Background: an optimization exercise with open tools, aiming at small area and a short achievable clock period. Do not read the settings as production practice. Function was checked by simulation only, so behaviour that the tests miss may differ from the original. The flow treats the clock pin as an ideal source, which a real chip does not have. Power and IR drop assume default switching activity.

$ cat design/flow/design.v
`timescale 1ns / 1ps
module conv( input clk, input data_in, input [1:0]row_in, input [1:0]col_in,
input signed [7:0]data, output reg signed [7:0]out );
reg [7:0] n00, n01, n02, x20, x21, x22;
wire w0 = data_in & (row_in == 2'd0);
wire w2 = data_in & (row_in == 2'd2);
always @(posedge clk) begin
  if (w0 & (col_in == 2'd0)) n00 <= ~data;
  if (w0 & (col_in == 2'd1)) n01 <= ~data;
  if (w0 & (col_in == 2'd2)) n02 <= ~data;
  if (w2 & (col_in == 2'd0)) x20 <= data;
  if (w2 & (col_in == 2'd1)) x21 <= data;
  if (w2 & (col_in == 2'd2)) x22 <= data;
end
wire [10:0] a = {3'b0, x20}, b = {3'b0, x22}, c = {3'b0, n00};
wire [10:0] d = {3'b0, n02}, e = {2'b0, x21, 1'b0}, f = {2'b0, n01, 1'b0};
wire [10:0] s1 = a ^ b ^ c;
wire [10:0] c1 = {(a & b | a & c | b & c), 1'b1};
wire [10:0] s2 = d ^ e ^ f;
wire [10:0] maj2 = d & e | d & f | e & f;    
wire [10:0] c2 = {maj2[9:1], 1'b1, 1'b0};
wire [10:0] s3 = s1 ^ c1 ^ s2;
wire [10:0] c3 = {(s1 & c1 | s1 & s2 | c1 & s2), 1'b1};
wire [10:0] s4 = s3 ^ c3 ^ c2;
wire [10:0] c4 = {(s3 & c3 | s3 & c2 | c3 & c2), 1'b0};
wire [7:0] g = s4[7:0] & c4[7:0];
wire [7:0] p = s4[7:0] ^ c4[7:0];
wire [7:0] g1, p1, g2, p2, g3;
genvar i;
generate for (i = 0; i < 8; i = i + 1) begin : ks
  assign g1[i] = (i >= 1) ? g[i] | p[i] & g[i-1] : g[i];
  assign p1[i] = (i >= 1) ? p[i] & p[i-1] : p[i];
  assign g2[i] = (i >= 2) ? g1[i] | p1[i] & g1[i-2] : g1[i];
  assign p2[i] = (i >= 2) ? p1[i] & p1[i-2] : p1[i];
  assign g3[i] = (i >= 4) ? g2[i] | p2[i] & g2[i-4] : g2[i];
end endgenerate
wire [8:0] cy = {g3, 1'b0};           
wire [7:0] lo = p ^ cy[7:0];
localparam [127:0] HTAB = 128'hfffffffffffffffbfffbb220b2200000;
wire [4:0] hb = {c4[10], c4[9], s4[9], c4[8], s4[8]};
wire [3:0] hf = HTAB[hb*4 +: 4];
wire sat  = cy[8] ? hf[0] : hf[2];
wire pass = cy[8] ? hf[1] : hf[3];
wire hold = data_in;
always @(posedge clk)
  out <= {8{hold}} & out | {8{~hold & sat}} | {8{~hold & pass}} & lo;
endmodule
$ cat design/flow/flow/run.sh
#!/bin/bash
# The standard ORFS flow (the standard.sh) with these changes:
#  - synthesis without Yosys's early ABC pass (SYNTH_ARGS=-noabc), ABC area script;
#  - extra don't-use cells: sky130_fd_sc_hd__ha_1 sky130_fd_sc_hd__ha_2 sky130_fd_sc_hd__ha_4
#  - port buffers of a chosen cell;
#  - flow/skew.tcl after clock tree synthesis, which delays the clock of the out
#    register (useful skew for the paths from the window registers into it).
# The full output of the tools goes to standard.log here (ORFS's own logs are under orfs/logs).
export SKEW_DRV_CELL=sky130_fd_sc_hd__clkbuf_4
# The platform's don't-use list, then the extra cells.
DU="sky130_fd_sc_hd__lpflow_bleeder_1 sky130_fd_sc_hd__lpflow_clkbufkapwr_1 sky130_fd_sc_hd__lpflow_clkbufkapwr_16 sky130_fd_sc_hd__lpflow_clkbufkapwr_2 sky130_fd_sc_hd__lpflow_clkbufkapwr_4 sky130_fd_sc_hd__lpflow_clkbufkapwr_8 sky130_fd_sc_hd__lpflow_clkinvkapwr_1 sky130_fd_sc_hd__lpflow_clkinvkapwr_16 sky130_fd_sc_hd__lpflow_clkinvkapwr_2 sky130_fd_sc_hd__lpflow_clkinvkapwr_4 sky130_fd_sc_hd__lpflow_clkinvkapwr_8 sky130_fd_sc_hd__lpflow_decapkapwr_12 sky130_fd_sc_hd__lpflow_decapkapwr_3 sky130_fd_sc_hd__lpflow_decapkapwr_4 sky130_fd_sc_hd__lpflow_decapkapwr_6 sky130_fd_sc_hd__lpflow_decapkapwr_8 sky130_fd_sc_hd__lpflow_inputiso0n_1 sky130_fd_sc_hd__lpflow_inputiso0p_1 sky130_fd_sc_hd__lpflow_inputiso1n_1 sky130_fd_sc_hd__lpflow_inputiso1p_1 sky130_fd_sc_hd__lpflow_inputisolatch_1 sky130_fd_sc_hd__lpflow_isobufsrc_1 sky130_fd_sc_hd__lpflow_isobufsrc_16 sky130_fd_sc_hd__lpflow_isobufsrc_2 sky130_fd_sc_hd__lpflow_isobufsrc_4 sky130_fd_sc_hd__lpflow_isobufsrc_8 sky130_fd_sc_hd__lpflow_isobufsrckapwr_16 sky130_fd_sc_hd__lpflow_lsbuf_lh_hl_isowell_tap_1 sky130_fd_sc_hd__lpflow_lsbuf_lh_hl_isowell_tap_2 sky130_fd_sc_hd__lpflow_lsbuf_lh_hl_isowell_tap_4 sky130_fd_sc_hd__lpflow_lsbuf_lh_isowell_4 sky130_fd_sc_hd__lpflow_lsbuf_lh_isowell_tap_1 sky130_fd_sc_hd__lpflow_lsbuf_lh_isowell_tap_2 sky130_fd_sc_hd__lpflow_lsbuf_lh_isowell_tap_4 sky130_fd_sc_hd__probe_p_8 sky130_fd_sc_hd__probec_p_8  sky130_fd_sc_hd__ha_1 sky130_fd_sc_hd__ha_2 sky130_fd_sc_hd__ha_4"
bash standard.sh DONT_USE_CELLS="$DU" SYNTH_ARGS=-noabc ABC_AREA=1 BUFFER_PORTS_ARGS='-buffer_cell sky130_fd_sc_hd__buf_2' CORE_UTILIZATION=60 HOLD_SLACK_MARGIN=0.1  POST_CTS_TCL=$PWD/flow/skew.tcl finish > standard.log 2>&1
$ cat design/flow/flow/skew.tcl
# Useful skew for the paths from the window registers into the out register:
# after clock tree synthesis, delay the clock of the out flip-flops with a
# buffer (SKEW_DRV_CELL) and a chain of delay cells in front of it. Each cell
# of the chain is chosen from a list by the worst setup slack it gives, and the
# chain stops when no cell improves that slack.
proc skew_env {name default} {
  if {[info exists ::env($name)] && $::env($name) ne ""} { return $::env($name) }
  return $default
}
set drv_cell [skew_env SKEW_DRV_CELL sky130_fd_sc_hd__clkbuf_4]
set cands [skew_env SKEW_CANDS {sky130_fd_sc_hd__clkdlybuf4s50_1 sky130_fd_sc_hd__clkdlybuf4s25_1 sky130_fd_sc_hd__clkdlybuf4s18_1 sky130_fd_sc_hd__clkdlybuf4s15_1 sky130_fd_sc_hd__clkbuf_1}]
set max_cells [skew_env SKEW_MAX_CELLS 6]

proc skew_ws {} {
  estimate_parasitics -placement
  return [worst_slack -max]
}
proc skew_input_pin {inst} {
  return [get_pins -of_objects [get_cells $inst] -filter "direction == input"]
}

set pins {}
foreach pin [all_registers -clock_pins] {
  if {[string match {out\[*} [get_full_name $pin]]} { lappend pins $pin }
}
puts "skew: [llength $pins] out clock pins"
set ws0 [skew_ws]
puts "skew: worst setup slack without skew $ws0"
set head [insert_buffer -buffer_cell $drv_cell -load_pins $pins -load_pins_on_diff_nets -buffer_name skew_drv -net_name skew_net]
set ws [skew_ws]
puts "skew: driver $head ($drv_cell): worst setup slack $ws"
if {$ws <= $ws0} {
  remove_buffers $head
  estimate_parasitics -placement
  puts "skew: no gain, driver removed"
} else {
  for {set i 0} {$i < $max_cells} {incr i} {
    set x [insert_buffer -buffer_cell [lindex $cands 0] -load_pins [skew_input_pin $head] -buffer_name skew_dly$i -net_name skew_net]
    set best ""
    set best_ws $ws
    foreach c $cands {
      replace_cell $x $c
      set w [skew_ws]
      puts "skew:   $c: $w"
      if {$w > $best_ws + 0.002} { set best $c; set best_ws $w }
    }
    if {$best eq ""} {
      remove_buffers $x
      estimate_parasitics -placement
      puts "skew: no cell improves the slack; chain done"
      break
    }
    replace_cell $x $best
    set head $x
    set ws [skew_ws]
    puts "skew: added $x ($best): worst setup slack $ws"
  }
}
foreach n [[ord::get_db_block] getNets] {
  if {[string match skew_net* [$n getName]]} { $n setSigType CLOCK }
}
detailed_placement
check_placement -verbose
estimate_parasitics -placement
puts "skew: final worst setup slack [worst_slack -max]"
$ cat design/flow/standard.sh
#!/bin/bash
# synth_recipe.tcl (not shown) runs the flow's synth.tcl, then flattens the netlist and writes it again
# the make line also repeats each setting of config.mk as NAME=value (left out here)
make -C /OpenROAD-flow-scripts/flow DESIGN_CONFIG=/design/flow/config.mk WORK_HOME=/design/flow/orfs CLKGATE_MAP_FILE= SYNTH_SCRIPT=/design/flow/synth_recipe.tcl "${@:-finish}"
$ cat design/flow/config.mk
export PLATFORM = sky130hd
export DESIGN_NAME = conv
export DESIGN_NICKNAME = conv
export VERILOG_FILES = /design/flow/design.v
export SDC_FILE = /design/flow/constraint.sdc
export NUM_CORES = 4
export LEC_CHECK = 0
export CAP_MARGIN = 20
export CORE_MARGIN = 2
export CORE_UTILIZATION = 40
export SLEW_MARGIN = 20
$ cat design/flow/constraint.sdc
create_clock -name core_clock -period 6.0 [get_ports {clk}]
set_input_delay 1.2000 -clock core_clock [delete_from_list [all_inputs] [get_ports {clk}]]
set_output_delay 1.2000 -clock core_clock [all_outputs]
set_load 0.01 [all_outputs]
==> reports/metrics.csv, run 1 <==
stage,metric,value,unit
place,Inst Count DP,306,
logic_synthesis,Post-Syn Instances,231,
grt,first-pass GRT wire length,8.17,mm
route,DR DRC count,0,
route,initial drt markers,103,
timing,Tcrit/Tclk final,44.5,%
flow_run,Max Cap Viol,0,
setup_path,R2R Path Start,x20[2]$_DFFE_PP_,
setup_path,max incr delay on CP,0.61,ns
grt,GRT Util Overall,21.0,%
layout,final instance area,3200,um2
place,dpl ws,2.92,ns
timing,Final Hold Viols,0,
power_and_ir_drop,Pleak,0.00133,uW
layout,Post-layout nets,306,
grt,initial antenna violation count,0,
worst_hold_path,WHS Endpoint,out[0]$_DFF_P_,
layout,area grow syn2layout,10.5,%
timing,Max Transition Viols Final,0,
timing,fin crit period,2.67,ns
worst_hold_path,HP Class,flip-flop to flip-flop,
clock_tree,worst skew pair latency,0.93,ns
grt,vias in the first global route,1767,
logic_synthesis,post-synthesis cell area,2900,um2
setup_path,reg2reg path depth,10,
clock_tree,clock sinks,56,
setup_path,Worst path slowest cell,nor3_2,
place,hpwl dp,3.65,mm
timing,Worst Skew,0.653,ns
layout,Layout fillers,361,
setup_path,Setup Crit Path Kind,input port to flip-flop,
timing,Final setup viols,0,
setup_path,Crit Path Max Fanout,10,
grt,pin count of the biggest net entering global routing,18,
logic_synthesis,"top cells by area, synth","edfxtp_1 (50%), fa_1 (21%), nand2_1 (6.1%)",
setup_path,FF-to-FF setup slack,3.53,ns
setup_path,CP arrival,2.58,ns
setup_path,startpoint types,input port,
floorplan,# IOs,22,
layout,layout cells sized above 1,21.8,%
route,ANT nets after route,0,
logic_synthesis,"Distinct cells, synth",22,
layout,diode count,0,
floorplan,num rows,25,
place,PortBufs,21,
timing,setup ws final,3.33,ns
floorplan,die height,73.5,um
logic_synthesis,top cell type's share of synthesized area,49.7,%
logic_synthesis,Post-synth ARST share,0,%
clock_tree,clock-pin slew on the worst setup and hold paths,0.10,ns
floorplan,die width,73.5,um
setup_path,ordered list of cells on the worst path,buf_2 > clkinv_1 > nor2_1 > nand2_1 > nor3_2,
timing,fmax,375,MHz
route,routed wire length,4.76,mm
place,post-placement cell area,3100,um2
place,RD Place Congestion,0.845,
floorplan,Die Footprint,5410,um2
grt,GRT overflow,0,
route,Via density,5.25,
floorplan,initial cell density of the core,61.8,%
worst_hold_path,hold path cells,4,
power_and_ir_drop,pwr dens,285,nW/um2
route,DR WL/cell,15.0,um
worst_hold_path,Hold Crit Start,n02[0]$_DFFE_PP_,
logic_synthesis,"Avg Cell Area, Syn",12.6,um2
logic_synthesis,most frequent cell after synthesis,edfxtp_1,
power_and_ir_drop,Tot Pwr,912,uW
logic_synthesis,Yosys warning total,1,
setup_path,worst r2r dst,out[7]$_DFF_P_,
timing,Final TNS setup,0,ns
logic_synthesis,Synth top cells by count,"edfxtp_1 (48), nand2_1 (47), fa_1 (31)",
logic_synthesis,Synth Register Bits,56,
logic_synthesis,Post-synth top flop,edfxtp_1,
logic_synthesis,sequential cell area fraction in the yosys report,55.2,%
clock_tree,CTS tree,yes,
logic_synthesis,Yosys top cell by area,edfxtp_1,
setup_path,CP endpoint kind,flip-flop,
setup_path,CP Data Required Time,5.91,ns
power_and_ir_drop,worst vdd ir,0.000175,V
route,DR vias,1658,
logic_synthesis,number of synthesized flops with an enable pin,48,
route,DR pass1 iterations,4,
floorplan,placeable core area,4690,um2
run_status,outcome,"complete, no violations",
logic_synthesis,"Net Count, Synth",276,
timing,Max-slew headroom,36.2,%
layout,Finished Layout Cells,316,
timing,slew of the pin with the lowest slew margin,0.951,ns
timing,RSZ-0062 raised after global routing,false,
-- metrics by stage --
step | hold slack [ns] | util, %
global placement | 0.458 | 65.9
floorplan | 0.500 | -
detailed placement | 0.457 | 66.1
finish | 0.129 | 68.3
global route | 0.198 | 68.3
-- layer usage --
layer  share of wire [%]  vias up  global-route usage (%)
li1                    -      811                       -
met4                 2.7        0                    9.29
met1                  44      812                    26.2
met2                  51       24                    35.0
met5                   0        -                       0
met3                 2.6       11                    4.80
-- power breakdown --
group          internal, uW  leakage [uW]  switching (uW)
Combinational          90.3      0.000771             135
Clock                   102     0.0000541             121
Sequential              450      0.000501            13.8
-- layout by cell type, fill, tap and decap left out --
master / synthesis / layout
inv_2: 2 / 2
nor2_2: 4 / 4
inv_1: 27 / 27
clkbuf_8: 0 / 5
buf_2: 1 / 21
buf_4: 0 / 1
nand2_2: 8 / 8
or2_4: 1 / 1
or2_2: 1 / 1
inv_6: 0 / 1
a21oi_1: 3 / 3
nand2_1: 47 / 47
xnor2_1: 1 / 1
clkinv_2: 0 / 1
clkinv_1: 1 / 1
clkbuf_1: 0 / 1
nand2_4: 2 / 2
nor2_4: 1 / 1
nor2_1: 9 / 9
fa_1: 31 / 31
nand3_1: 23 / 23
dfxtp_1: 8 / 8
nand3_2: 3 / 3
xor2_1: 2 / 2
nor3_1: 6 / 1
edfxtp_1: 48 / 48
nor3_2: 0 / 5
clkdlybuf4s50_1: 0 / 1
clkbuf_4: 0 / 1
o21ai_0: 2 / 2
-- how the worst max path moves through the flow --
stage | depth (start not counted) | from | end
2_1_floorplan | 9 | x20[2]$_DFFE_PP_ | out[5]$_DFF_P_
3_3_place_gp | 5 | data_in | x20[3]$_DFFE_PP_
3_5_place_dp | 10 | x20[2]$_DFFE_PP_ | out[7]$_DFF_P_
5_1_grt | 5 | data_in | x20[7]$_DFFE_PP_
6_report | 5 | data_in | x22[0]$_DFFE_PP_
-- final cells by class, clock buffers not listed --
| class | count | area, um2 | share of cell area (%) |
|---|---|---|---|
| well taps | 54 | 67.6 | 2.11 |
| multi-input cells | 144 | 1210 | 37.6 |
| clock inverters | 2 | 13.8 | 0.430 |
| inverters | 30 | 113 | 3.51 |
| repair buffers | 22 | 113 | 3.51 |
| flip-flops and latches | 56 | 1600 | 50.0 |
-- registers in the layout, summed over array words and instances (netlist names) --
signal / count
n00: 8
x20: 8
n02: 8
n01: 8
x22: 8
x21: 8
out: 8
-- critical path: cells and delay by family --
family                 cells  cell delay (ns)
AND/OR/NAND/NOR            3             0.91
buffers and inverters      2             0.47
-- logic make-up after synthesis --
group	Yosys count	share of synthesized area, %
flops	56	55.2
buf+inv	31	4.06
simple gates	105	17.6
compound gates	5	0.863
fa+ha+maj	31	21.4
xor+xnor	3	0.906
==> run 2, diff against run 1 <==
--- a/design/flow/flow/run.sh
+++ b/design/flow/flow/run.sh
@@ -9,4 +9,4 @@
 export SKEW_DRV_CELL=sky130_fd_sc_hd__clkbuf_4
 # The platform's don't-use list, then the extra cells.
 DU="sky130_fd_sc_hd__lpflow_bleeder_1 sky130_fd_sc_hd__lpflow_clkbufkapwr_1 sky130_fd_sc_hd__lpflow_clkbufkapwr_16 sky130_fd_sc_hd__lpflow_clkbufkapwr_2 sky130_fd_sc_hd__lpflow_clkbufkapwr_4 sky130_fd_sc_hd__lpflow_clkbufkapwr_8 sky130_fd_sc_hd__lpflow_clkinvkapwr_1 sky130_fd_sc_hd__lpflow_clkinvkapwr_16 sky130_fd_sc_hd__lpflow_clkinvkapwr_2 sky130_fd_sc_hd__lpflow_clkinvkapwr_4 sky130_fd_sc_hd__lpflow_clkinvkapwr_8 sky130_fd_sc_hd__lpflow_decapkapwr_12 sky130_fd_sc_hd__lpflow_decapkapwr_3 sky130_fd_sc_hd__lpflow_decapkapwr_4 sky130_fd_sc_hd__lpflow_decapkapwr_6 sky130_fd_sc_hd__lpflow_decapkapwr_8 sky130_fd_sc_hd__lpflow_inputiso0n_1 sky130_fd_sc_hd__lpflow_inputiso0p_1 sky130_fd_sc_hd__lpflow_inputiso1n_1 sky130_fd_sc_hd__lpflow_inputiso1p_1 sky130_fd_sc_hd__lpflow_inputisolatch_1 sky130_fd_sc_hd__lpflow_isobufsrc_1 sky130_fd_sc_hd__lpflow_isobufsrc_16 sky130_fd_sc_hd__lpflow_isobufsrc_2 sky130_fd_sc_hd__lpflow_isobufsrc_4 sky130_fd_sc_hd__lpflow_isobufsrc_8 sky130_fd_sc_hd__lpflow_isobufsrckapwr_16 sky130_fd_sc_hd__lpflow_lsbuf_lh_hl_isowell_tap_1 sky130_fd_sc_hd__lpflow_lsbuf_lh_hl_isowell_tap_2 sky130_fd_sc_hd__lpflow_lsbuf_lh_hl_isowell_tap_4 sky130_fd_sc_hd__lpflow_lsbuf_lh_isowell_4 sky130_fd_sc_hd__lpflow_lsbuf_lh_isowell_tap_1 sky130_fd_sc_hd__lpflow_lsbuf_lh_isowell_tap_2 sky130_fd_sc_hd__lpflow_lsbuf_lh_isowell_tap_4 sky130_fd_sc_hd__probe_p_8 sky130_fd_sc_hd__probec_p_8  sky130_fd_sc_hd__ha_1 sky130_fd_sc_hd__ha_2 sky130_fd_sc_hd__ha_4"
-bash standard.sh DONT_USE_CELLS="$DU" SYNTH_ARGS=-noabc ABC_AREA=1 BUFFER_PORTS_ARGS='-buffer_cell sky130_fd_sc_hd__buf_2' CORE_UTILIZATION=60 HOLD_SLACK_MARGIN=0.1  POST_CTS_TCL=$PWD/flow/skew.tcl finish > standard.log 2>&1
+bash standard.sh DONT_USE_CELLS="$DU" SYNTH_ARGS=-noabc ABC_AREA=1 BUFFER_PORTS_ARGS='-buffer_cell sky130_fd_sc_hd__buf_2' CORE_UTILIZATION=60 HOLD_SLACK_MARGIN=0.1 SLEW_MARGIN=60 POST_CTS_TCL=$PWD/flow/skew.tcl finish > standard.log 2>&1
==> reports/metrics.csv, run 2 <==
stage,metric,value,unit,change
place,dpl ws,2.94,ns,+0.0195 ns
floorplan,num rows,25,,unchanged
route,routed wire length,4.74,mm,-0.32%
layout,layout cells sized above 1,23.2,%,+1.5 points
flow_run,Max Cap Viol,0,,unchanged
clock_tree,worst skew pair latency,0.93,ns,about the same
clock_tree,CTS tree,yes,,
setup_path,startpoint types,flip-flop,,
grt,GRT overflow,0,,unchanged
logic_synthesis,Synth Register Bits,56,,unchanged
route,DR pass1 iterations,4,,unchanged
grt,first-pass GRT wire length,8.34,mm,+2.1%
layout,Finished Layout Cells,321,,+1.6%
route,DR vias,1696,,+2.3%
place,PortBufs,21,,unchanged
logic_synthesis,post-synthesis cell area,2900,um2,unchanged
logic_synthesis,"Distinct cells, synth",22,,unchanged
grt,GRT Util Overall,21.3,%,+0.37 points
timing,fmax,381,MHz,+1.6%
route,DR WL/cell,14.8,um,-1.9%
logic_synthesis,Yosys warning total,1,,unchanged
timing,Final setup viols,0,,unchanged
logic_synthesis,Post-synth top flop,edfxtp_1,,
layout,area grow syn2layout,12.3,%,
layout,final instance area,3260,um2,+1.6%
timing,Max-slew headroom,74.7,%,+39 points
timing,Final TNS setup,0,ns,unchanged
logic_synthesis,Post-synth ARST share,0,%,unchanged
timing,Final Hold Viols,0,,unchanged
place,Inst Count DP,311,,+1.6%
layout,"commonest non-fill, non-tap cell in the layout",edfxtp_1,,
power_and_ir_drop,worst vdd ir,0.000195,V,+12%
layout,Multi-input gate area,1220,um2,+1.6%
floorplan,Die Footprint,5410,um2,unchanged
setup_path,CP Data Required Time,4.80,ns,-1.11 ns
logic_synthesis,sequential cell area fraction in the yosys report,55.2,%,unchanged
timing,Tcrit/Tclk final,43.8,%,-0.72 points
timing,fin crit period,2.63,ns,-0.0430 ns
grt,initial antenna violation count,0,,unchanged
setup_path,CP endpoint kind,primary output,,
floorplan,# IOs,22,,unchanged
clock_tree,clock-pin slew on the worst setup and hold paths,0.10,ns,about the same
place,hpwl dp,3.96,mm,+8.5%
place,post-placement cell area,3150,um2,+1.7%
place,RD Place Congestion,0.845,,unchanged
layout,Seq. cell area,1600,um2,unchanged
power_and_ir_drop,Pleak,0.00136,uW,+2.7%
logic_synthesis,top cell type's share of synthesized area,49.7,%,unchanged
logic_synthesis,"Avg Cell Area, Syn",12.6,um2,unchanged
floorplan,die width,73.5,um,unchanged
layout,Layout fillers,347,,-3.9%
grt,pin count of the biggest net entering global routing,18,,unchanged
timing,slew of the pin with the lowest slew margin,0.377,ns,-0.574 ns
floorplan,placeable core area,4690,um2,unchanged
logic_synthesis,Yosys top cell by area,edfxtp_1,,
clock_tree,clock sinks,56,,unchanged
logic_synthesis,Post-Syn Instances,231,,unchanged
layout,diode count,0,,unchanged
timing,Worst Skew,0.655,ns,+0.00206 ns
setup_path,Setup Crit Path Kind,flip-flop to primary output,,
power_and_ir_drop,pwr dens,281,nW/um2,-1.4%
run_status,outcome,"complete, no violations",,
logic_synthesis,most frequent cell after synthesis,edfxtp_1,,
timing,Max Transition Viols Final,0,,unchanged
floorplan,initial cell density of the core,61.8,%,unchanged
timing,RSZ-0062 raised after global routing,false,,
route,initial drt markers,133,,+29%
setup_path,CP arrival,1.43,ns,-1.15 ns
floorplan,die height,73.5,um,unchanged
layout,"leading cell types in the layout, fill and taps excluded","edfxtp_1 (48), nand2_1 (47), fa_1 (31), inv_1 (27)",,
setup_path,crit-path leading delay family,flip-flops,,
setup_path,max incr delay on CP,0.36,ns,-0.25 ns
logic_synthesis,Synth top cells by count,"edfxtp_1 (48), nand2_1 (47), fa_1 (31)",,
logic_synthesis,"Net Count, Synth",276,,unchanged
setup_path,ordered list of cells on the worst path,buf_2,,
route,Via density,5.28,,+0.70%
logic_synthesis,number of synthesized flops with an enable pin,48,,unchanged
grt,vias in the first global route,1836,,+3.9%
setup_path,Worst path slowest cell,dfxtp_1,,
route,DR DRC count,0,,unchanged
logic_synthesis,"top cells by area, synth","edfxtp_1 (50%), fa_1 (21%), nand2_1 (6.1%)",,
route,ANT nets after route,0,,unchanged
layout,Post-layout nets,311,,+1.6%
setup_path,Crit Path Max Fanout,2,,-8
setup_path,Worst Path Buf+Inv,1,,-1
worst_hold_path,HP Class,flip-flop to flip-flop,,
timing,setup ws final,3.37,ns,+0.0430 ns
run 2: cell types whose count changed in the layout (fill, tap and decap cells not counted), sizes merged:
| cell | previous run | this run |
|---|---|---|
| buf | 22 | 27 |
run 2: worst reg2reg max path, stage by stage (launching register included):
cell      delay [ns]
edfxtp_1        0.42
fa_1            0.51
fa_1            0.58
fa_1            0.50
fa_1            0.50
nand3_1         0.13
nand2_1         0.06
nand2_1         0.06
nand2_1         0.05
nand3_1         0.07
nand3_1         0.08
run 2: area by class of cell, clock buffers not listed:
class | instances | area share (%)
Timing Repair Buffer | 27 | 4.46
Tap cell | 54 | 2.08
Multi-Input combinational cell | 144 | 37.6
Clock inverter | 2 | 0.423
Inverter | 30 | 3.46
Sequential cell | 56 | 49.2
run 2: power breakdown:
group | switching, uW | internal (uW) | total, uW
logic | 137 | 90.8 | 228
registers | 14.9 | 450 | 465
clock network | 119 | 102 | 221
total | 270 | 643 | 914
run 2: per-stage QoR:
| step | util [%] | power, uW | hold WS, ns |
|---|---|---|---|
| after floorplan | - | 637 | 0.500 |
| after global placement | 65.9 | 694 | 0.458 |
| after detailed placement | 67.2 | 703 | 0.457 |
| after global routing | 69.4 | 974 | 0.200 |
| final | 69.4 | 914 | 0.109 |
run 2: worst paths after layout:
kind / depth (start not counted) / slack, ns / from / to
hold / removal: 5 / 0.11 / n02[0]$_DFFE_PP_ / out[0]$_DFF_P_
setup reg to reg: 10 / 3.57 / x20[2]$_DFFE_PP_ / out[7]$_DFF_P_
setup / recovery: 1 / 3.37 / out[7]$_DFF_P_ / out[7]
hold reg to reg: 5 / 0.11 / n02[0]$_DFFE_PP_ / out[0]$_DFF_P_
run 2: metal layers:
layer	up-vias	routed length, um	track usage [%]
met3	5	132	4.25
met2	22	2580	37.5
met1	842	1980	26.2
met5	-	0	0
li1	827	-	-
met4	0	49	7.47
run 2: cell families after synthesis:
family,count (synthesis),share of synthesized area (%)
adders and majority gates,31,21.4
AOI/OAI and AO/OA,5,0.863
and+or+nand+nor,105,17.6
xor gates and xnor gates,3,0.906
DFF,56,55.2
buffers and inverters,31,4.06
==> run 3, diff against run 2 <==
--- a/design/flow/flow/run.sh
+++ b/design/flow/flow/run.sh
@@ -7,6 +7,7 @@
 #    register (useful skew for the paths from the window registers into it).
 # The full output of the tools goes to standard.log here (ORFS's own logs are under orfs/logs).
 export SKEW_DRV_CELL=sky130_fd_sc_hd__clkbuf_4
+export SKEW_REPAIR_GAIN=0
 # The platform's don't-use list, then the extra cells.
 DU="sky130_fd_sc_hd__lpflow_bleeder_1 sky130_fd_sc_hd__lpflow_clkbufkapwr_1 sky130_fd_sc_hd__lpflow_clkbufkapwr_16 sky130_fd_sc_hd__lpflow_clkbufkapwr_2 sky130_fd_sc_hd__lpflow_clkbufkapwr_4 sky130_fd_sc_hd__lpflow_clkbufkapwr_8 sky130_fd_sc_hd__lpflow_clkinvkapwr_1 sky130_fd_sc_hd__lpflow_clkinvkapwr_16 sky130_fd_sc_hd__lpflow_clkinvkapwr_2 sky130_fd_sc_hd__lpflow_clkinvkapwr_4 sky130_fd_sc_hd__lpflow_clkinvkapwr_8 sky130_fd_sc_hd__lpflow_decapkapwr_12 sky130_fd_sc_hd__lpflow_decapkapwr_3 sky130_fd_sc_hd__lpflow_decapkapwr_4 sky130_fd_sc_hd__lpflow_decapkapwr_6 sky130_fd_sc_hd__lpflow_decapkapwr_8 sky130_fd_sc_hd__lpflow_inputiso0n_1 sky130_fd_sc_hd__lpflow_inputiso0p_1 sky130_fd_sc_hd__lpflow_inputiso1n_1 sky130_fd_sc_hd__lpflow_inputiso1p_1 sky130_fd_sc_hd__lpflow_inputisolatch_1 sky130_fd_sc_hd__lpflow_isobufsrc_1 sky130_fd_sc_hd__lpflow_isobufsrc_16 sky130_fd_sc_hd__lpflow_isobufsrc_2 sky130_fd_sc_hd__lpflow_isobufsrc_4 sky130_fd_sc_hd__lpflow_isobufsrc_8 sky130_fd_sc_hd__lpflow_isobufsrckapwr_16 sky130_fd_sc_hd__lpflow_lsbuf_lh_hl_isowell_tap_1 sky130_fd_sc_hd__lpflow_lsbuf_lh_hl_isowell_tap_2 sky130_fd_sc_hd__lpflow_lsbuf_lh_hl_isowell_tap_4 sky130_fd_sc_hd__lpflow_lsbuf_lh_isowell_4 sky130_fd_sc_hd__lpflow_lsbuf_lh_isowell_tap_1 sky130_fd_sc_hd__lpflow_lsbuf_lh_isowell_tap_2 sky130_fd_sc_hd__lpflow_lsbuf_lh_isowell_tap_4 sky130_fd_sc_hd__probe_p_8 sky130_fd_sc_hd__probec_p_8  sky130_fd_sc_hd__ha_1 sky130_fd_sc_hd__ha_2 sky130_fd_sc_hd__ha_4"
-bash standard.sh DONT_USE_CELLS="$DU" SYNTH_ARGS=-noabc ABC_AREA=1 BUFFER_PORTS_ARGS='-buffer_cell sky130_fd_sc_hd__buf_2' CORE_UTILIZATION=60 HOLD_SLACK_MARGIN=0.1 SLEW_MARGIN=60 POST_CTS_TCL=$PWD/flow/skew.tcl finish > standard.log 2>&1
+bash standard.sh DONT_USE_CELLS="$DU" SYNTH_ARGS=-noabc ABC_AREA=1 BUFFER_PORTS_ARGS='-buffer_cell sky130_fd_sc_hd__buf_2' CORE_UTILIZATION=60 HOLD_SLACK_MARGIN=0.1 SLEW_MARGIN=60 CTS_CLUSTER_SIZE=64 CTS_CLUSTER_DIAMETER=200 POST_CTS_TCL=$PWD/flow/skew.tcl finish > standard.log 2>&1
--- a/design/flow/flow/skew.tcl
+++ b/design/flow/flow/skew.tcl
@@ -56,6 +56,13 @@
     puts "skew: added $x ($best): worst setup slack $ws"
   }
 }
+# Optionally, size up cells on the worst paths once the skew is in place.
+set gain [skew_env SKEW_REPAIR_GAIN 0]
+if {$gain > 0} {
+  set ws [skew_ws]
+  repair_timing -setup -setup_margin [expr {$ws + $gain}] -sequence [skew_env SKEW_REPAIR_SEQ "sizeup,swap"] -verbose
+  puts "skew: after repair, worst setup slack [skew_ws]"
+}
 foreach n [[ord::get_db_block] getNets] {
   if {[string match skew_net* [$n getName]]} { $n setSigType CLOCK }
 }
==> reports/metrics.csv, run 3 <==
stage,metric,value,unit,change
timing,Worst Skew,0.655,ns,unchanged
route,DR WL/cell,14.8,um,unchanged
grt,first-pass GRT wire length,8.34,mm,unchanged
setup_path,crit path from,out[7]$_DFF_P_,,
timing,fin crit period,2.63,ns,unchanged
logic_synthesis,sequential cell area fraction in the yosys report,55.2,%,unchanged
setup_path,ordered list of cells on the worst path,buf_2,,
timing,Tcrit/Tclk final,43.8,%,unchanged
power_and_ir_drop,worst vdd ir,0.000195,V,unchanged
route,routed wire length,4.74,mm,unchanged
floorplan,# IOs,22,,unchanged
logic_synthesis,Synth Register Bits,56,,unchanged
layout,layout cells sized above 1,23.2,%,unchanged
logic_synthesis,top cell type's share of synthesized area,49.7,%,unchanged
floorplan,die height,73.5,um,unchanged
setup_path,CP endpoint kind,primary output,,
worst_hold_path,Hold Crit Start,n02[0]$_DFFE_PP_,,
setup_path,startpoint types,flip-flop,,
logic_synthesis,"Avg Cell Area, Syn",12.6,um2,unchanged
clock_tree,clock-pin slew on the worst setup and hold paths,0.10,ns,about the same
setup_path,crit-path leading delay family,flip-flops,,
route,DR pass1 iterations,4,,unchanged
logic_synthesis,most frequent cell after synthesis,edfxtp_1,,
grt,GRT Util Overall,21.3,%,unchanged
timing,Max Transition Viols Final,0,,unchanged
logic_synthesis,"top cells by area, synth","edfxtp_1 (50%), fa_1 (21%), nand2_1 (6.1%)",,
timing,Final TNS setup,0,ns,unchanged
logic_synthesis,Post-synth top flop,edfxtp_1,,
layout,"commonest non-fill, non-tap cell in the layout",edfxtp_1,,
route,initial drt markers,133,,unchanged
clock_tree,clock sinks,56,,unchanged
place,RD Place Congestion,0.845,,unchanged
setup_path,Crit Path Max Fanout,2,,unchanged
layout,"leading cell types in the layout, fill and taps excluded","edfxtp_1 (48), nand2_1 (47), fa_1 (31), inv_1 (27)",,
layout,Multi-input gate area,1220,um2,unchanged
logic_synthesis,Post-synth ARST share,0,%,unchanged
grt,pin count of the biggest net entering global routing,18,,unchanged
setup_path,Setup Crit Path Kind,flip-flop to primary output,,
power_and_ir_drop,pwr dens,281,nW/um2,unchanged
layout,diode count,0,,unchanged
route,Via density,5.28,,unchanged
route,ANT nets after route,0,,unchanged
grt,vias in the first global route,1836,,unchanged
timing,fmax,381,MHz,unchanged
logic_synthesis,Yosys warning total,1,,unchanged
place,hpwl dp,3.96,mm,unchanged
run_status,outcome,"complete, no violations",,
timing,Final setup viols,0,,unchanged
logic_synthesis,"Distinct cells, synth",22,,unchanged
floorplan,num rows,25,,unchanged
timing,worst hold slack,0.109,ns,unchanged
floorplan,die width,73.5,um,unchanged
power_and_ir_drop,Tot Pwr,914,uW,unchanged
clock_tree,worst skew pair latency,0.93,ns,about the same
floorplan,Die Footprint,5410,um2,unchanged
grt,GRT overflow,0,,unchanged
layout,Layout fillers,347,,unchanged
layout,Seq. cell area,1600,um2,unchanged
route,DR DRC count,0,,unchanged
setup_path,max incr delay on CP,0.36,ns,about the same
flow_run,Max Cap Viol,0,,unchanged
layout,Post-layout nets,311,,unchanged
logic_synthesis,"Net Count, Synth",276,,unchanged
route,DR vias,1696,,unchanged
setup_path,Worst path slowest cell,dfxtp_1,,
grt,initial antenna violation count,0,,unchanged
setup_path,CP Data Required Time,4.80,ns,about the same
timing,Max-slew headroom,74.7,%,unchanged
logic_synthesis,number of synthesized flops with an enable pin,48,,unchanged
worst_hold_path,HP Class,flip-flop to flip-flop,,
layout,area grow syn2layout,12.3,%,unchanged
logic_synthesis,Yosys top cell by area,edfxtp_1,,
timing,slew of the pin with the lowest slew margin,0.377,ns,unchanged
setup_path,R2R Path Start,x20[2]$_DFFE_PP_,,
logic_synthesis,post-synthesis cell area,2900,um2,unchanged
logic_synthesis,Post-Syn Instances,231,,unchanged
floorplan,initial cell density of the core,61.8,%,unchanged
clock_tree,CTS tree,yes,,
place,PortBufs,21,,unchanged
setup_path,CP arrival,1.43,ns,about the same
setup_path,Worst Path Buf+Inv,1,,unchanged
setup_path,FF-to-FF setup slack,3.57,ns,about the same
timing,Final Hold Viols,0,,unchanged
power_and_ir_drop,Pleak,0.00136,uW,unchanged
logic_synthesis,Synth top cells by count,"edfxtp_1 (48), nand2_1 (47), fa_1 (31)",,
floorplan,placeable core area,4690,um2,unchanged
timing,RSZ-0062 raised after global routing,false,,
-- run 3: cell counts after synthesis --
No cell type changed its count.
-- run 3: cell type report, clock buffers not listed --
type | count | share of cell area (%)
Sequential cell | 56 | 49.2
Multi-Input combinational cell | 144 | 37.6
Timing Repair Buffer | 27 | 4.46
Inverter | 30 | 3.46
Tap cell | 54 | 2.08
Clock inverter | 2 | 0.423
-- run 3: path summary, 6_finish.rpt --
check | cells after the start | end
setup / recovery | 1 | out[7]
hold / removal | 5 | out[0]$_DFF_P_
setup reg to reg | 10 | out[7]$_DFF_P_
hold reg to reg | 5 | out[0]$_DFF_P_
-- run 3: cells by family (layout without fill, tap and decap cells) --
family	after synthesis	in the layout	share of synthesized area, %
AOI/OAI and AO/OA	5	5	0.863
and+or+nand+nor	105	105	17.6
xor gates and xnor gates	3	3	0.906
DFF	56	56	55.2
buffers and inverters	31	67	4.06
adders and majority gates	31	31	21.4
-- run 3: per-layer routing --
metal  vias to the layer above  track usage [%]  routed length [um]
met5                         -                0                   0
met4                         0             7.47                  49
met3                         5             4.25                 132
met2                        22             37.5                2580
met1                       842             26.2                1980
li1                        827                -                   -
-- run 3: where the power goes --
part / total [uW] / switching, uW / leakage, uW / internal, uW
Sequential: 465 / 14.9 / 0.000501 / 450
Clock: 221 / 119 / 0.0000541 / 102
Combinational: 228 / 137 / 0.000806 / 90.8
-- run 3: worst reg2reg max path, cell delays in order (launching register included) --
cell and delay, ns:
edfxtp_1 0.42, fa_1 0.51, fa_1 0.58, fa_1 0.50, fa_1 0.50, nand3_1 0.13, nand2_1 0.06, nand2_1 0.06
nand2_1 0.05, nand3_1 0.07, nand3_1 0.08
-- run 3: per-stage QoR --
stage                     area, um2  std cells  util, %  worst slack, ns
after floorplan                2900        231        -             3.07
after global routing           3260        321     69.4             3.25
after detailed placement       3150        311     67.2             2.94
final                          3260        321     69.4             3.37
after global placement         3090        306     65.9             2.71
==> run 4, diff against run 3 <==
--- a/design/flow/design.v
+++ b/design/flow/design.v
@@ -35,7 +35,8 @@
   assign g3[i] = (i >= 4) ? g2[i] | p2[i] & g2[i-4] : g2[i];
 end endgenerate
 wire [8:0] cy = {g3, 1'b0};           
-wire [7:0] lo = p ^ cy[7:0];
+wire g1_copy = ~(~s4[1] | ~c4[1]);
+wire [7:0] lo = p ^ {cy[7:3], g1_copy, cy[1:0]};
 localparam [127:0] HTAB = 128'hfffffffffffffffbfffbb220b2200000;
 wire [4:0] hb = {c4[10], c4[9], s4[9], c4[8], s4[8]};
 wire [3:0] hf = HTAB[hb*4 +: 4];
==> design/flow/flow/run.sh (replaced) <==
#!/bin/bash
# The standard ORFS flow (the standard.sh) with these changes:
#  - synthesis without Yosys's early ABC pass (SYNTH_ARGS=-noabc), ABC area script;
#  - extra don't-use cells: sky130_fd_sc_hd__ha_1 sky130_fd_sc_hd__ha_2 sky130_fd_sc_hd__ha_4
#  - port buffers of a chosen cell;
#  - flow/skew.tcl after clock tree synthesis, which delays the clock of the out
#    register (useful skew for the paths from the window registers into it).
# The full output of the tools goes to standard.log here (ORFS's own logs are under orfs/logs).
export SKEW_DRV_CELL=sky130_fd_sc_hd__clkbuf_4
export SKEW_REPAIR_GAIN=0.15
# The platform's don't-use list, then the extra cells.
DU="sky130_fd_sc_hd__lpflow_bleeder_1 sky130_fd_sc_hd__lpflow_clkbufkapwr_1 sky130_fd_sc_hd__lpflow_clkbufkapwr_16 sky130_fd_sc_hd__lpflow_clkbufkapwr_2 sky130_fd_sc_hd__lpflow_clkbufkapwr_4 sky130_fd_sc_hd__lpflow_clkbufkapwr_8 sky130_fd_sc_hd__lpflow_clkinvkapwr_1 sky130_fd_sc_hd__lpflow_clkinvkapwr_16 sky130_fd_sc_hd__lpflow_clkinvkapwr_2 sky130_fd_sc_hd__lpflow_clkinvkapwr_4 sky130_fd_sc_hd__lpflow_clkinvkapwr_8 sky130_fd_sc_hd__lpflow_decapkapwr_12 sky130_fd_sc_hd__lpflow_decapkapwr_3 sky130_fd_sc_hd__lpflow_decapkapwr_4 sky130_fd_sc_hd__lpflow_decapkapwr_6 sky130_fd_sc_hd__lpflow_decapkapwr_8 sky130_fd_sc_hd__lpflow_inputiso0n_1 sky130_fd_sc_hd__lpflow_inputiso0p_1 sky130_fd_sc_hd__lpflow_inputiso1n_1 sky130_fd_sc_hd__lpflow_inputiso1p_1 sky130_fd_sc_hd__lpflow_inputisolatch_1 sky130_fd_sc_hd__lpflow_isobufsrc_1 sky130_fd_sc_hd__lpflow_isobufsrc_16 sky130_fd_sc_hd__lpflow_isobufsrc_2 sky130_fd_sc_hd__lpflow_isobufsrc_4 sky130_fd_sc_hd__lpflow_isobufsrc_8 sky130_fd_sc_hd__lpflow_isobufsrckapwr_16 sky130_fd_sc_hd__lpflow_lsbuf_lh_hl_isowell_tap_1 sky130_fd_sc_hd__lpflow_lsbuf_lh_hl_isowell_tap_2 sky130_fd_sc_hd__lpflow_lsbuf_lh_hl_isowell_tap_4 sky130_fd_sc_hd__lpflow_lsbuf_lh_isowell_4 sky130_fd_sc_hd__lpflow_lsbuf_lh_isowell_tap_1 sky130_fd_sc_hd__lpflow_lsbuf_lh_isowell_tap_2 sky130_fd_sc_hd__lpflow_lsbuf_lh_isowell_tap_4 sky130_fd_sc_hd__probe_p_8 sky130_fd_sc_hd__probec_p_8  sky130_fd_sc_hd__ha_1 sky130_fd_sc_hd__ha_2 sky130_fd_sc_hd__ha_4"
bash standard.sh DONT_USE_CELLS="$DU" SYNTH_ARGS=-noabc ABC_AREA=1 BUFFER_PORTS_ARGS='-buffer_cell sky130_fd_sc_hd__buf_2' CORE_UTILIZATION=60 HOLD_SLACK_MARGIN=0.1  POST_CTS_TCL=$PWD/flow/skew.tcl finish > standard.log 2>&1
==> reports/metrics.csv, run 4 <==
stage,metric,value,unit,change
run_status,outcome,"complete, no violations",,
setup_path,CP Data Required Time,4.80,ns,about the same
timing,Max Transition Viols Final,0,,unchanged
setup_path,reg2reg path depth,14,,+4
place,Inst Count DP,310,,-0.32%
logic_synthesis,sequential cell area fraction in the yosys report,55.8,%,+0.63 points
timing,Max-slew headroom,32.1,%,-43 points
logic_synthesis,"Net Count, Synth",277,,+0.36%
timing,Final setup viols,0,,unchanged
layout,"commonest non-fill, non-tap cell in the layout",nand2_1,,
layout,"leading cell types in the layout, fill and taps excluded","nand2_1 (57), edfxtp_1 (48), fa_1 (30), inv_1 (24), nand3_1 (22)",,
power_and_ir_drop,worst vdd ir,0.000173,V,-11%
floorplan,# IOs,22,,unchanged
logic_synthesis,Post-synth top flop,edfxtp_1,,
floorplan,die width,73.1,um,-0.53%
grt,initial antenna violation count,0,,unchanged
power_and_ir_drop,pwr dens,293,nW/um2,+4.4%
floorplan,num rows,25,,unchanged
layout,Finished Layout Cells,321,,unchanged
setup_path,startpoint types,flip-flop,,
setup_path,FF-to-FF setup slack,3.56,ns,about the same
setup_path,worst r2r dst,out[5]$_DFF_P_,,
logic_synthesis,Synth top cells by count,"nand2_1 (57), edfxtp_1 (48), fa_1 (30)",,
layout,diode count,0,,unchanged
route,DR vias,1691,,-0.29%
route,DR WL/cell,15.0,um,+1.7%
setup_path,Crit Path Max Fanout,2,,unchanged
logic_synthesis,most frequent cell after synthesis,nand2_1,,
logic_synthesis,Post-Syn Instances,233,,+0.87%
logic_synthesis,Yosys warning total,1,,unchanged
timing,RSZ-0062 raised after global routing,false,,
grt,pin count of the biggest net entering global routing,18,,unchanged
place,PortBufs,21,,unchanged
layout,final instance area,3220,um2,-1.2%
timing,slew of the pin with the lowest slew margin,1.01,ns,+0.636 ns
floorplan,initial cell density of the core,61.5,%,-0.28 points
setup_path,ordered list of cells on the worst path,buf_2,,
flow_run,Max Cap Viol,0,,unchanged
route,ANT nets after route,0,,unchanged
setup_path,crit-path leading delay family,flip-flops,,
layout,layout cells sized above 1,17.6,%,-5.6 points
grt,GRT overflow,0,,unchanged
route,DR pass1 iterations,4,,unchanged
timing,fmax,384,MHz,+0.99%
route,initial drt markers,54,,-59%
grt,first-pass GRT wire length,7.78,mm,-6.7%
setup_path,max incr delay on CP,0.35,ns,about the same
logic_synthesis,top cell type's share of synthesized area,50.3,%,+0.56 points
layout,Post-layout nets,310,,-0.32%
clock_tree,CTS tree,yes,,
logic_synthesis,Yosys top cell by area,edfxtp_1,,
timing,Final TNS setup,0,ns,unchanged
setup_path,CP arrival,1.40,ns,-0.03 ns
route,DR DRC count,0,,unchanged
floorplan,die height,73.1,um,-0.53%
route,routed wire length,4.82,mm,+1.7%
floorplan,Die Footprint,5350,um2,-1.1%
timing,worst hold slack,0.135,ns,+0.0266 ns
timing,Final Hold Viols,0,,unchanged
logic_synthesis,"Distinct cells, synth",21,,-4.5%
timing,Tcrit/Tclk final,43.4,%,-0.43 points
power_and_ir_drop,Pleak,0.00133,uW,-2.4%
place,RD Place Congestion,0.803,,-4.9%
worst_hold_path,Hold Crit Start,n02[0]$_DFFE_PP_,,
logic_synthesis,post-synthesis cell area,2870,um2,-1.1%
layout,area grow syn2layout,12.2,%,about the same
logic_synthesis,"Avg Cell Area, Syn",12.3,um2,-2.0%
floorplan,placeable core area,4660,um2,-0.67%
setup_path,Critical Path End,out[6],,
setup_path,R2R Path Start,x20[6]$_DFFE_PP_,,
setup_path,Worst Path Buf+Inv,1,,unchanged
setup_path,crit path from,out[6]$_DFF_P_,,
logic_synthesis,number of synthesized flops with an enable pin,48,,unchanged
place,hpwl dp,3.55,mm,-10%
place,post-placement cell area,3070,um2,-2.5%
clock_tree,clock sinks,56,,unchanged
setup_path,Setup Crit Path Kind,flip-flop to primary output,,
worst_hold_path,HP Class,flip-flop to flip-flop,,
setup_path,Worst path depth,1,,unchanged
timing,Worst Skew,0.640,ns,-0.0148 ns
clock_tree,worst skew pair latency,0.91,ns,-0.02 ns
grt,vias in the first global route,1725,,-6.0%
route,Via density,5.27,,-0.29%
clock_tree,clock-pin slew on the worst setup and hold paths,0.09,ns,about the same
logic_synthesis,Synth Register Bits,56,,unchanged
logic_synthesis,Post-synth ARST share,0,%,unchanged
timing,fin crit period,2.60,ns,-0.0257 ns
setup_path,Worst path slowest cell,dfxtp_1,,
setup_path,CP endpoint kind,primary output,,
grt,GRT Util Overall,20.3,%,-1.0 points
logic_synthesis,"top cells by area, synth","edfxtp_1 (50%), fa_1 (21%), nand2_1 (7.5%)",,
-- run 4: cell types whose count changed after synthesis, moves of 2 or more --
cell     previous run  this run
a21oi_1             3         0
inv_1              27        24
nand2_1            47        57
nand2_2             8         4
nor2_1              9        13
nor2_2              4         1
o21ai_0             2         4
-- run 4: kinds of logic (layout without fill, tap and decap cells) --
group,count (synthesis),in the layout,share of synthesized area (%)
flops,56,56,55.8
fa+ha+maj,30,30,20.9
simple gates,110,110,17.3
xor+xnor,5,5,1.53
buf+inv,28,62,3.71
compound gates,4,4,0.698
-- run 4: through the flow --
step	setup slack, ns	util [%]	total power (uW)
5_1_grt	3.30	69.0	996
3_5_place_dp	2.90	65.9	687
3_3_place_gp	2.96	65.9	683
6_report	3.40	69.0	943
2_1_floorplan	3.20	-	629
-- run 4: final cells by class, clock buffers not listed --
class / instances / area (um2)
Tap cell: 54 / 67.6
Fill cell: 354 / 1440
Clock inverter: 3 / 42.5
Timing Repair Buffer: 25 / 138
Inverter: 27 / 101
Sequential cell: 56 / 1600
Multi-Input combinational cell: 149 / 1180
-- run 4: metal layers --
layer	vias to the layer above	wire, um	share of wire (%)	GRT usage [%]
met5	-	0	0	0
li1	828	-	-	-
met3	7	192	4.0	4.83
met1	828	2140	44	26.4
met2	28	2430	50	34.0
met4	0	60	1.2	6.17
-- run 4: report_power, final --
part	total [uW]	switching (uW)	internal, uW
clock network	264	122	142
logic	217	132	85.1
registers	462	12.5	449
-- run 4: worst min-delay path by stage --
stage,endpoint,slack [ns],depth (start not counted)
2_1_floorplan,out[1]$_DFF_P_,0.50,2
3_3_place_gp,out[1]$_DFF_P_,0.45,2
3_5_place_dp,out[0]$_DFF_P_,0.45,2
5_1_grt,out[1]$_DFF_P_,0.15,5
6_report,out[1]$_DFF_P_,0.14,5
==> run 5, diff against run 4 <==
--- a/design/flow/flow/run.sh
+++ b/design/flow/flow/run.sh
@@ -7,7 +7,7 @@
 #    register (useful skew for the paths from the window registers into it).
 # The full output of the tools goes to standard.log here (ORFS's own logs are under orfs/logs).
 export SKEW_DRV_CELL=sky130_fd_sc_hd__clkbuf_4
-export SKEW_REPAIR_GAIN=0.15
+export SKEW_REPAIR_GAIN=0.3
 # The platform's don't-use list, then the extra cells.
 DU="sky130_fd_sc_hd__lpflow_bleeder_1 sky130_fd_sc_hd__lpflow_clkbufkapwr_1 sky130_fd_sc_hd__lpflow_clkbufkapwr_16 sky130_fd_sc_hd__lpflow_clkbufkapwr_2 sky130_fd_sc_hd__lpflow_clkbufkapwr_4 sky130_fd_sc_hd__lpflow_clkbufkapwr_8 sky130_fd_sc_hd__lpflow_clkinvkapwr_1 sky130_fd_sc_hd__lpflow_clkinvkapwr_16 sky130_fd_sc_hd__lpflow_clkinvkapwr_2 sky130_fd_sc_hd__lpflow_clkinvkapwr_4 sky130_fd_sc_hd__lpflow_clkinvkapwr_8 sky130_fd_sc_hd__lpflow_decapkapwr_12 sky130_fd_sc_hd__lpflow_decapkapwr_3 sky130_fd_sc_hd__lpflow_decapkapwr_4 sky130_fd_sc_hd__lpflow_decapkapwr_6 sky130_fd_sc_hd__lpflow_decapkapwr_8 sky130_fd_sc_hd__lpflow_inputiso0n_1 sky130_fd_sc_hd__lpflow_inputiso0p_1 sky130_fd_sc_hd__lpflow_inputiso1n_1 sky130_fd_sc_hd__lpflow_inputiso1p_1 sky130_fd_sc_hd__lpflow_inputisolatch_1 sky130_fd_sc_hd__lpflow_isobufsrc_1 sky130_fd_sc_hd__lpflow_isobufsrc_16 sky130_fd_sc_hd__lpflow_isobufsrc_2 sky130_fd_sc_hd__lpflow_isobufsrc_4 sky130_fd_sc_hd__lpflow_isobufsrc_8 sky130_fd_sc_hd__lpflow_isobufsrckapwr_16 sky130_fd_sc_hd__lpflow_lsbuf_lh_hl_isowell_tap_1 sky130_fd_sc_hd__lpflow_lsbuf_lh_hl_isowell_tap_2 sky130_fd_sc_hd__lpflow_lsbuf_lh_hl_isowell_tap_4 sky130_fd_sc_hd__lpflow_lsbuf_lh_isowell_4 sky130_fd_sc_hd__lpflow_lsbuf_lh_isowell_tap_1 sky130_fd_sc_hd__lpflow_lsbuf_lh_isowell_tap_2 sky130_fd_sc_hd__lpflow_lsbuf_lh_isowell_tap_4 sky130_fd_sc_hd__probe_p_8 sky130_fd_sc_hd__probec_p_8  sky130_fd_sc_hd__ha_1 sky130_fd_sc_hd__ha_2 sky130_fd_sc_hd__ha_4"
 bash standard.sh DONT_USE_CELLS="$DU" SYNTH_ARGS=-noabc ABC_AREA=1 BUFFER_PORTS_ARGS='-buffer_cell sky130_fd_sc_hd__buf_2' CORE_UTILIZATION=60 HOLD_SLACK_MARGIN=0.1  POST_CTS_TCL=$PWD/flow/skew.tcl finish > standard.log 2>&1
==> reports/metrics.csv, run 5 <==
stage,metric,value,unit,change
run_status,outcome,"complete, no violations",,
timing,Max Transition Viols Final,0,,unchanged
setup_path,crit-path leading delay family,flip-flops,,
place,dpl ws,2.90,ns,unchanged
grt,GRT overflow,0,,unchanged
timing,RSZ-0062 raised after global routing,false,,
timing,Final setup viols,0,,unchanged
logic_synthesis,"Net Count, Synth",277,,unchanged
power_and_ir_drop,pwr dens,297,nW/um2,+1.4%
route,Via density,5.30,,+0.59%
power_and_ir_drop,Tot Pwr,976,uW,+3.5%
timing,fin crit period,2.57,ns,-0.0313 ns
logic_synthesis,"top cells by area, synth","edfxtp_1 (50%), fa_1 (21%), nand2_1 (7.5%)",,
setup_path,CP endpoint kind,primary output,,
logic_synthesis,top cell type's share of synthesized area,50.3,%,unchanged
setup_path,CP Data Required Time,4.80,ns,about the same
power_and_ir_drop,worst vdd ir,0.000172,V,-0.43%
floorplan,die height,73.1,um,unchanged
route,DR DRC count,0,,unchanged
layout,layout cells sized above 1,20.6,%,+3.0 points
grt,first-pass GRT wire length,7.83,mm,+0.62%
grt,GRT Util Overall,20.4,%,+0.096 points
setup_path,ordered list of cells on the worst path,buf_6,,
logic_synthesis,number of synthesized flops with an enable pin,48,,unchanged
setup_path,startpoint types,flip-flop,,
floorplan,Die Footprint,5350,um2,unchanged
route,routed wire length,4.85,mm,+0.56%
layout,area grow syn2layout,14.5,%,
power_and_ir_drop,Internal Pwr Total,703,uW,+3.9%
power_and_ir_drop,Switching Fraction,28.0,%,-0.28 points
layout,"leading cell types in the layout, fill and taps excluded","nand2_1 (57), edfxtp_1 (48), fa_1 (30), inv_1 (24), nand3_1 (22)",,
worst_hold_path,HP Class,flip-flop to flip-flop,,
logic_synthesis,"Avg Cell Area, Syn",12.3,um2,unchanged
timing,setup ws final,3.43,ns,+0.0313 ns
setup_path,Worst Path Buf+Inv,1,,unchanged
place,hpwl dp,3.55,mm,unchanged
power_and_ir_drop,total net switching power,273,uW,+2.5%
logic_synthesis,most frequent cell after synthesis,nand2_1,,
setup_path,Crit Path Max Fanout,2,,unchanged
timing,Tcrit/Tclk final,42.8,%,-0.52 points
timing,Final Hold Viols,0,,unchanged
floorplan,# IOs,22,,unchanged
clock_tree,CTS tree,yes,,
setup_path,CP arrival,1.37,ns,-0.03 ns
power_and_ir_drop,sequential share of power,48.2,%,-0.8 points
timing,Final TNS setup,0,ns,unchanged
floorplan,initial cell density of the core,61.5,%,unchanged
logic_synthesis,sequential cell area fraction in the yosys report,55.8,%,unchanged
logic_synthesis,Post-synth top flop,edfxtp_1,,
logic_synthesis,Yosys warning total,1,,unchanged
logic_synthesis,Synth Register Bits,56,,unchanged
floorplan,num rows,25,,unchanged
logic_synthesis,Post-synth ARST share,0,%,unchanged
floorplan,die width,73.1,um,unchanged
layout,"commonest non-fill, non-tap cell in the layout",nand2_1,,
place,RD Place Congestion,0.803,,unchanged
route,DR pass1 iterations,4,,unchanged
setup_path,Worst path slowest cell,dfxtp_2,,
route,ANT nets after route,0,,unchanged
flow_run,Max Cap Viol,0,,unchanged
grt,vias in the first global route,1717,,-0.46%
timing,slew of the pin with the lowest slew margin,0.972,ns,-0.0407 ns
timing,Max-slew headroom,34.8,%,+2.7 points
grt,initial antenna violation count,0,,unchanged
timing,fmax,389,MHz,+1.2%
clock_tree,worst skew pair latency,0.91,ns,about the same
logic_synthesis,Synth top cells by count,"nand2_1 (57), edfxtp_1 (48), fa_1 (30)",,
logic_synthesis,post-synthesis cell area,2870,um2,unchanged
setup_path,FF-to-FF setup slack,3.56,ns,about the same
timing,Worst Skew,0.642,ns,+0.00200 ns
layout,diode count,0,,unchanged
power_and_ir_drop,Pleak,0.00135,uW,+1.3%
layout,Post-layout nets,310,,unchanged
logic_synthesis,Yosys top cell by area,edfxtp_1,,
logic_synthesis,"Distinct cells, synth",21,,unchanged
power_and_ir_drop,Clk pwr share,27.2,%,-0.8 points
grt,pin count of the biggest net entering global routing,18,,unchanged
floorplan,placeable core area,4660,um2,unchanged
route,DR vias,1701,,+0.59%
power_and_ir_drop,combinational share of power,24.6,%,+1.6 points
route,initial drt markers,61,,+13%
clock_tree,clock sinks,56,,unchanged
clock_tree,clock-pin slew on the worst setup and hold paths,0.09,ns,about the same
logic_synthesis,Post-Syn Instances,233,,unchanged
setup_path,max incr delay on CP,0.34,ns,about the same
place,PortBufs,21,,unchanged
setup_path,Setup Crit Path Kind,flip-flop to primary output,,
route,DR WL/cell,15.1,um,+0.56%
-- run 5: per-stage QoR --
step | hold slack, ns | cell area [um2] | util [%] | cells
after global placement | 0.451 | 3070 | 65.9 | 310
after floorplan | 0.500 | 2870 | - | 233
after global routing | 0.168 | 3280 | 70.4 | 321
after detailed placement | 0.454 | 3070 | 65.9 | 310
final | 0.130 | 3280 | 70.4 | 321
-- run 5: final timing paths --
path | startpoint | endpoint | cells past startpoint
max | out[4]$_DFF_P_ | out[4] | 1
min reg2reg | n02[0]$_DFFE_PP_ | out[1]$_DFF_P_ | 5
min | n02[0]$_DFFE_PP_ | out[1]$_DFF_P_ | 5
max reg2reg | x20[6]$_DFFE_PP_ | out[5]$_DFF_P_ | 14
-- run 5: kinds of logic after synthesis --
kind of cell	count (synthesis)	synth area share, %
buffers and inverters	28	3.71
and+or+nand+nor	110	17.3
DFF	56	55.8
AOI/OAI and AO/OA	4	0.698
xor gates and xnor gates	5	1.53
adders and majority gates	30	20.9
-- run 5: layer usage --
layer | up-vias | share of wire [%] | routed length, um | GRT usage, %
met2 | 22 | 51 | 2470 | 34.6
met3 | 5 | 2.2 | 107 | 3.87
met1 | 842 | 46 | 2230 | 27.3
li1 | 832 | - | - | -
met4 | 0 | 0.83 | 40 | 5.14
met5 | - | 0 | 0 | 0
-- run 5: power groups by stage --
stage | clock network, uW | logic (uW) | registers [uW]
2_1_floorplan | 0 | 149 | 480
3_3_place_gp | 0 | 213 | 470
3_5_place_dp | 0 | 217 | 470
5_1_grt | 282 | 273 | 473
6_report | 265 | 240 | 471
-- run 5: layout make-up, clock buffers not listed --
| cell class | count | area, um2 |
|---|---|---|
| flip-flops and latches | 56 | 1610 |
| well taps | 54 | 67.6 |
| inverters | 27 | 101 |
| multi-input cells | 149 | 1190 |
| fillers | 345 | 1380 |
| clock inverters | 3 | 42.5 |
| repair buffers | 25 | 188 |
==> run 6, diff against run 5 <==
--- a/design/flow/design.v
+++ b/design/flow/design.v
@@ -35,8 +35,7 @@
   assign g3[i] = (i >= 4) ? g2[i] | p2[i] & g2[i-4] : g2[i];
 end endgenerate
 wire [8:0] cy = {g3, 1'b0};           
-wire g1_copy = ~(~s4[1] | ~c4[1]);
-wire [7:0] lo = p ^ {cy[7:3], g1_copy, cy[1:0]};
+wire [7:0] lo = p ^ cy[7:0];
 localparam [127:0] HTAB = 128'hfffffffffffffffbfffbb220b2200000;
 wire [4:0] hb = {c4[10], c4[9], s4[9], c4[8], s4[8]};
 wire [3:0] hf = HTAB[hb*4 +: 4];
--- a/design/flow/flow/run.sh
+++ b/design/flow/flow/run.sh
@@ -7,7 +7,7 @@
 #    register (useful skew for the paths from the window registers into it).
 # The full output of the tools goes to standard.log here (ORFS's own logs are under orfs/logs).
 export SKEW_DRV_CELL=sky130_fd_sc_hd__clkbuf_4
-export SKEW_REPAIR_GAIN=0.3
+export SKEW_REPAIR_GAIN=0.15
 # The platform's don't-use list, then the extra cells.
 DU="sky130_fd_sc_hd__lpflow_bleeder_1 sky130_fd_sc_hd__lpflow_clkbufkapwr_1 sky130_fd_sc_hd__lpflow_clkbufkapwr_16 sky130_fd_sc_hd__lpflow_clkbufkapwr_2 sky130_fd_sc_hd__lpflow_clkbufkapwr_4 sky130_fd_sc_hd__lpflow_clkbufkapwr_8 sky130_fd_sc_hd__lpflow_clkinvkapwr_1 sky130_fd_sc_hd__lpflow_clkinvkapwr_16 sky130_fd_sc_hd__lpflow_clkinvkapwr_2 sky130_fd_sc_hd__lpflow_clkinvkapwr_4 sky130_fd_sc_hd__lpflow_clkinvkapwr_8 sky130_fd_sc_hd__lpflow_decapkapwr_12 sky130_fd_sc_hd__lpflow_decapkapwr_3 sky130_fd_sc_hd__lpflow_decapkapwr_4 sky130_fd_sc_hd__lpflow_decapkapwr_6 sky130_fd_sc_hd__lpflow_decapkapwr_8 sky130_fd_sc_hd__lpflow_inputiso0n_1 sky130_fd_sc_hd__lpflow_inputiso0p_1 sky130_fd_sc_hd__lpflow_inputiso1n_1 sky130_fd_sc_hd__lpflow_inputiso1p_1 sky130_fd_sc_hd__lpflow_inputisolatch_1 sky130_fd_sc_hd__lpflow_isobufsrc_1 sky130_fd_sc_hd__lpflow_isobufsrc_16 sky130_fd_sc_hd__lpflow_isobufsrc_2 sky130_fd_sc_hd__lpflow_isobufsrc_4 sky130_fd_sc_hd__lpflow_isobufsrc_8 sky130_fd_sc_hd__lpflow_isobufsrckapwr_16 sky130_fd_sc_hd__lpflow_lsbuf_lh_hl_isowell_tap_1 sky130_fd_sc_hd__lpflow_lsbuf_lh_hl_isowell_tap_2 sky130_fd_sc_hd__lpflow_lsbuf_lh_hl_isowell_tap_4 sky130_fd_sc_hd__lpflow_lsbuf_lh_isowell_4 sky130_fd_sc_hd__lpflow_lsbuf_lh_isowell_tap_1 sky130_fd_sc_hd__lpflow_lsbuf_lh_isowell_tap_2 sky130_fd_sc_hd__lpflow_lsbuf_lh_isowell_tap_4 sky130_fd_sc_hd__probe_p_8 sky130_fd_sc_hd__probec_p_8  sky130_fd_sc_hd__ha_1 sky130_fd_sc_hd__ha_2 sky130_fd_sc_hd__ha_4"
 bash standard.sh DONT_USE_CELLS="$DU" SYNTH_ARGS=-noabc ABC_AREA=1 BUFFER_PORTS_ARGS='-buffer_cell sky130_fd_sc_hd__buf_2' CORE_UTILIZATION=60 HOLD_SLACK_MARGIN=0.1  POST_CTS_TCL=$PWD/flow/skew.tcl finish > standard.log 2>&1
==> reports/metrics.csv, run 6 <==
stage,metric,value,unit,change
run_status,outcome,"complete, no violations",,
timing,slew of the pin with the lowest slew margin,0.961,ns,-0.0110 ns
layout,diode count,0,,unchanged
logic_synthesis,"top cells by area, synth","edfxtp_1 (50%), fa_1 (21%), nand2_1 (6.1%)",,
timing,Final Hold Viols,0,,unchanged
setup_path,Crit Path Max Fanout,2,,unchanged
route,ANT nets after route,0,,unchanged
logic_synthesis,Yosys warning total,1,,unchanged
floorplan,# IOs,22,,unchanged
setup_path,reg2reg path depth,10,,-4
floorplan,die height,73.5,um,+0.53%
worst_hold_path,Hold Crit Start,n02[0]$_DFFE_PP_,,
timing,fin crit period,2.58,ns,+0.0111 ns
clock_tree,CTS tree,yes,,
setup_path,CP endpoint kind,primary output,,
layout,Post-layout nets,306,,-1.3%
logic_synthesis,"Distinct cells, synth",22,,+4.8%
logic_synthesis,top cell type's share of synthesized area,49.7,%,-0.56 points
route,DR DRC count,0,,unchanged
clock_tree,worst skew pair latency,0.93,ns,+0.02 ns
timing,Final setup viols,0,,unchanged
setup_path,Worst path slowest cell,dfxtp_2,,
logic_synthesis,"Net Count, Synth",276,,-0.36%
setup_path,worst r2r dst,out[7]$_DFF_P_,,
setup_path,CP Data Required Time,4.80,ns,about the same
logic_synthesis,Synth Register Bits,56,,unchanged
layout,"leading cell types in the layout, fill and taps excluded","edfxtp_1 (48), nand2_1 (47), fa_1 (31), inv_1 (27), nand3_1 (23)",,
logic_synthesis,Post-synth ARST share,0,%,unchanged
setup_path,Worst path depth,1,,unchanged
clock_tree,clock-pin slew on the worst setup and hold paths,0.10,ns,about the same
layout,area grow syn2layout,13.0,%,
worst_hold_path,HP Class,flip-flop to flip-flop,,
logic_synthesis,post-synthesis cell area,2900,um2,+1.1%
route,DR vias,1676,,-1.5%
floorplan,placeable core area,4690,um2,+0.67%
logic_synthesis,Yosys top cell by area,edfxtp_1,,
logic_synthesis,sequential cell area fraction in the yosys report,55.2,%,-0.63 points
worst_hold_path,WHS Endpoint,out[0]$_DFF_P_,,
route,Via density,5.30,,about the same
floorplan,Die Footprint,5410,um2,+1.1%
setup_path,R2R Path Start,x20[2]$_DFFE_PP_,,
layout,Multi-input gate area,1220,um2,+2.7%
route,initial drt markers,130,,+110%
place,RD Place Congestion,0.845,,+5.2%
logic_synthesis,Post-synth top flop,edfxtp_1,,
logic_synthesis,"Avg Cell Area, Syn",12.6,um2,+2.0%
timing,Final TNS setup,0,ns,unchanged
timing,Worst Skew,0.654,ns,+0.0117 ns
floorplan,die width,73.5,um,+0.53%
[run 6: cell types whose count changed in the layout (fill, tap and decap cells not counted), sizes merged, moves of 2 or more]
cell,previous run,this run
nand3,24,26
a21oi,0,3
o21ai,4,2
clkinv,4,2
buf,24,22
inv,25,30
nand2,63,57
[run 6: how the worst max path moves through the flow]
stage | start | endpoint
2_1_floorplan | x20[2]$_DFFE_PP_ | out[5]$_DFF_P_
3_3_place_gp | data_in | x20[3]$_DFFE_PP_
3_5_place_dp | x20[2]$_DFFE_PP_ | out[7]$_DFF_P_
5_1_grt | data_in | x22[0]$_DFFE_PP_
6_report | out[3]$_DFF_P_ | out[3]
[run 6: layer usage]
metal  up-vias  wire (um)  GRT usage (%)
met5         -          0              0
met4         0        150           9.90
met3        13        122           4.94
met2        25       2470           35.4
met1       824       2100           26.2
li1        814          -              -
[run 6: logic make-up (layout without fill, tap and decap cells)]
family / count (synthesis) / count (layout) / share of synthesized area (%)
AO/OA/AOI/OAI: 5 / 5 / 0.863
XOR/XNOR: 3 / 3 / 0.906
adder cells (fa/ha/maj): 31 / 31 / 21.4
buffers and inverters: 31 / 62 / 4.06
flip-flops: 56 / 56 / 55.2
AND/OR/NAND/NOR: 105 / 105 / 17.6
[run 6: where the power goes]
part | leakage (uW) | total [uW] | switching [uW] | internal, uW
Combinational | 0.000790 | 249 | 136 | 114
Clock | 0.0000541 | 223 | 121 | 102
Sequential | 0.000502 | 474 | 18.8 | 455
Total | 0.00135 | 946 | 276 | 671
[run 6: final cells by class, clock buffers not listed]
cell class | instances | share of cell area [%]
clock inverters | 2 | 0.420
inverters | 30 | 3.44
multi-input cells | 144 | 37.2
flip-flops and latches | 56 | 49.2
well taps | 54 | 2.06
repair buffers | 22 | 4.96
[run 6: worst min-delay path, cell delays in order, from the launching register on]
cell and delay (ns):
edfxtp_1 0.40, nand2_1 0.09, inv_1 0.06, nor2_1 0.04, nand3_1 0.07, nand3_1 0.06
[run 6: stage by stage]
stage                     setup WS, ns  cells  hold WS [ns]  total power, uW
final                             3.42    316         0.122              946
after global placement            2.71    306         0.458              694
after detailed placement          2.92    306         0.457              700
after global routing              3.35    316         0.194             1000
after floorplan                   3.07    231         0.500              637

Check on run 6: ideal ports give 3.419 ns setup slack; a clkbuf_16 on the clock port and buf_2 on the inputs give 3.391 ns; moving port delays by the midpoint clock arrival (0.628 ns) as well gives 2.851 ns. Its clock arrivals span 0.301 to 0.955 ns, so the last figure is rough.
